What follows belongs to an exercise in optimizing a design on an open flow for small area and a short achievable clock period; a production flow would make more cautious choices.

==> exp/cedar: inputs <==
==> flow/design.v (excerpt) <==
module pipelined_boothe_multiplier #(
    parameter WIDTH = 32
) (
    input clk,
    input reset,
    input en,
    input [WIDTH - 1: 0] md,
    input [WIDTH - 1: 0] mr,
    output [(2 * WIDTH) - 1: 0] s_result
);
  reg [80:0] s1;
  reg [149:0] s2;
  reg [151:0] s3;
  reg [151:0] s4;
  reg [103:0] s5;
  reg [63:0] s6;
  reg [63:0] s7;
  reg [63:0] s8;
  reg [63:0] s9;
  reg [63:0] s10;
  reg [63:0] s11;
  reg [63:0] s12;
  reg [63:0] s13;
  reg [63:0] s14;
  reg [63:0] s15;
  reg [63:0] s16;
  reg [63:0] s17;
  reg [63:0] s18;
  reg [63:0] s19;
  reg [63:0] s20;
  reg [63:0] s21;
  reg [63:0] s22;
  reg [63:0] s23;
  reg [63:0] s24;
  reg [63:0] s25;
  reg [63:0] s26;
  reg [63:0] s27;
  reg [63:0] s28;
  reg [63:0] s29;
  reg [63:0] s30;
  reg [63:0] s31;
  reg [63:0] s32;
  reg [4:0] rcnt;
  wire bone1 = mr[0];
  wire btwo2 = mr[1] & ~mr[0];
  wire bneg3 = mr[1];
  wire bonen4 = ~bone1;
  wire btwon5 = ~btwo2;
  wire bnegn6 = ~bneg3;
  wire bone7 = mr[2] ^ mr[1];
  wire btwo8 = (mr[3] & ~mr[2] & ~mr[1]) | (~mr[3] & mr[2] & mr[1]);
  wire bneg9 = mr[3];
  wire bonen10 = ~bone7;
  wire btwon11 = ~btwo8;
  wire bnegn12 = ~bneg9;
  wire bone13 = mr[4] ^ mr[3];
  wire btwo14 = (mr[5] & ~mr[4] & ~mr[3]) | (~mr[5] & mr[4] & mr[3]);
  wire bneg15 = mr[5];
  wire bonen16 = ~bone13;
  wire btwon17 = ~btwo14;
  wire bnegn18 = ~bneg15;
  wire bone19 = mr[6] ^ mr[5];
  wire btwo20 = (mr[7] & ~mr[6] & ~mr[5]) | (~mr[7] & mr[6] & mr[5]);
  wire bneg21 = mr[7];
  wire bonen22 = ~bone19;
  wire btwon23 = ~btwo20;
  wire bnegn24 = ~bneg21;
  wire pp25 = (s1[32] & s1[0]) ^ s1[34];
  wire pp26 = ((s1[32] & s1[1]) | (s1[33] & s1[0])) ^ s1[34];
  wire pp27 = ((s1[32] & s1[2]) | (s1[33] & s1[1])) ^ s1[34];
  wire pp28 = ((s1[32] & s1[3]) | (s1[33] & s1[2])) ^ s1[34];
  wire pp29 = ((s1[32] & s1[4]) | (s1[33] & s1[3])) ^ s1[34];
  wire pp30 = ((s1[32] & s1[5]) | (s1[33] & s1[4])) ^ s1[34];
  wire pp31 = ((s1[32] & s1[6]) | (s1[33] & s1[5])) ^ s1[34];
  wire pp32 = ((s1[32] & s1[7]) | (s1[33] & s1[6])) ^ s1[34];
  ...
clock: 5.0 ns
lec_check: 0
cap_margin: 20
core_margin: 2
core_utilization: 60
cts_buf_list: sky130_fd_sc_hd__clkbuf_8
cts_cluster_size: 24
place_density: 0.7
setup_slack_margin: 2.9
slew_margin: 20
run.sh (not shown) runs the stock make flow with config.mk's settings and CLKGATE_MAP_FILE= SYNTH_SCRIPT=/design/flow/synth_recipe.tcl, a recipe that flattens the netlist after the stock synthesis.
==> inputs of exp/juniper, as changes to exp/cedar <==
CTS_BUF_LIST = not set   (was sky130_fd_sc_hd__clkbuf_8)
CTS_CLUSTER_SIZE = not set   (was 24)
==> impl_metrics.yaml <==
status:
  status: "finished clean"
worst_setup_path:
  path_cells: "buf_4 -> o22ai_4 -> xnor2_2 -> fa_1 -> inv_2 -> fa_1 -> inv_2 -> fa_2"
power_and_ir_drop:
  vdd_drop_max_v: 0.000363
  p_per_area_mw_per_mm2: 716
  p_sw_share_pct: 30.1
  finalPower_w: 0.0634
layout:
  regArea_mm2: 0.0479
  filler_cell_count: 7947
  area_growth_pct: 20.6
  num_antenna_cells: 2
  mostFrequentLayoutCells: "dfxtp_1, inv_1, xnor2_1, clkbuf_8, fa_1"
  post-route-util_pct: 72.8
routing:
  route.layer.met1.wl_um: 49400
  drt-wirelength-per-cell_um: 15.5
  postRouteWirelength_um: 121000
cts:
  ctsResizeCount: 991
  clk_pin_slew_ps: 70
timing:
  timing.hold.ws_ps: 284
grt:
  met2_usage_pct: 32.9
Source of the figures above: exp/cedar

==> impl_metrics.yaml <==
status:
  status: "finished clean"
routing:
  drt-wirelength-per-cell_um: 16.2
  postRouteWirelength_um: 122000
  route.layer.met1.wl_um: 50900
power_and_ir_drop:
  vdd_drop_max_v: 0.000454
  p_per_area_mw_per_mm2: 737
  finalPower_w: 0.0652
layout:
  num_antenna_cells: 0
  filler_cell_count: 7819
  post-route-util_pct: 72.7
grt:
  met2_usage_pct: 34.4
cts:
  ctsResizeCount: 935
worst_setup_path:
  path_cells: "buf_12 -> o22ai_4 -> xnor2_2 -> fa_1 -> inv_2 -> fa_1 -> inv_2 -> fa_2"
Source of the figures above: exp/juniper

No run of this note included a check of the RTL's function; only the layout flow was run.

==> port drivers added, routing unchanged <==
Ports are ideal in the flow. The routed layouts listed here were re-timed in OpenROAD.
Step 1 assumes that a clkbuf_16 drives the clock port and a buf_2 every other input.
Step 2 also shifts input and output timing later by t, the mid clock arrival at the registers, as if the neighbouring blocks saw the same clock.
a / b / c = ideal ports / drivers / drivers and shift; a / b = the first two.
run | t (ns) | setup slack, ns | worst setup path after step 2 | clock arrival spread, ns | worst data-port slew with drivers (ns)
exp/cedar | 1.022 | 2.421 / 2.421 / 2.421 | register to register | 0.059 / 0.059 | 0.06
exp/juniper | 0.871 | 2.473 / 2.473 / 2.354 | input to register | 0.057 / 0.057 | 0.06
After both steps every run listed still meets setup and hold. The setup slack of exp/juniper, which loses most, moves by 0.000 ns with the drivers and by -0.119 ns with both steps.
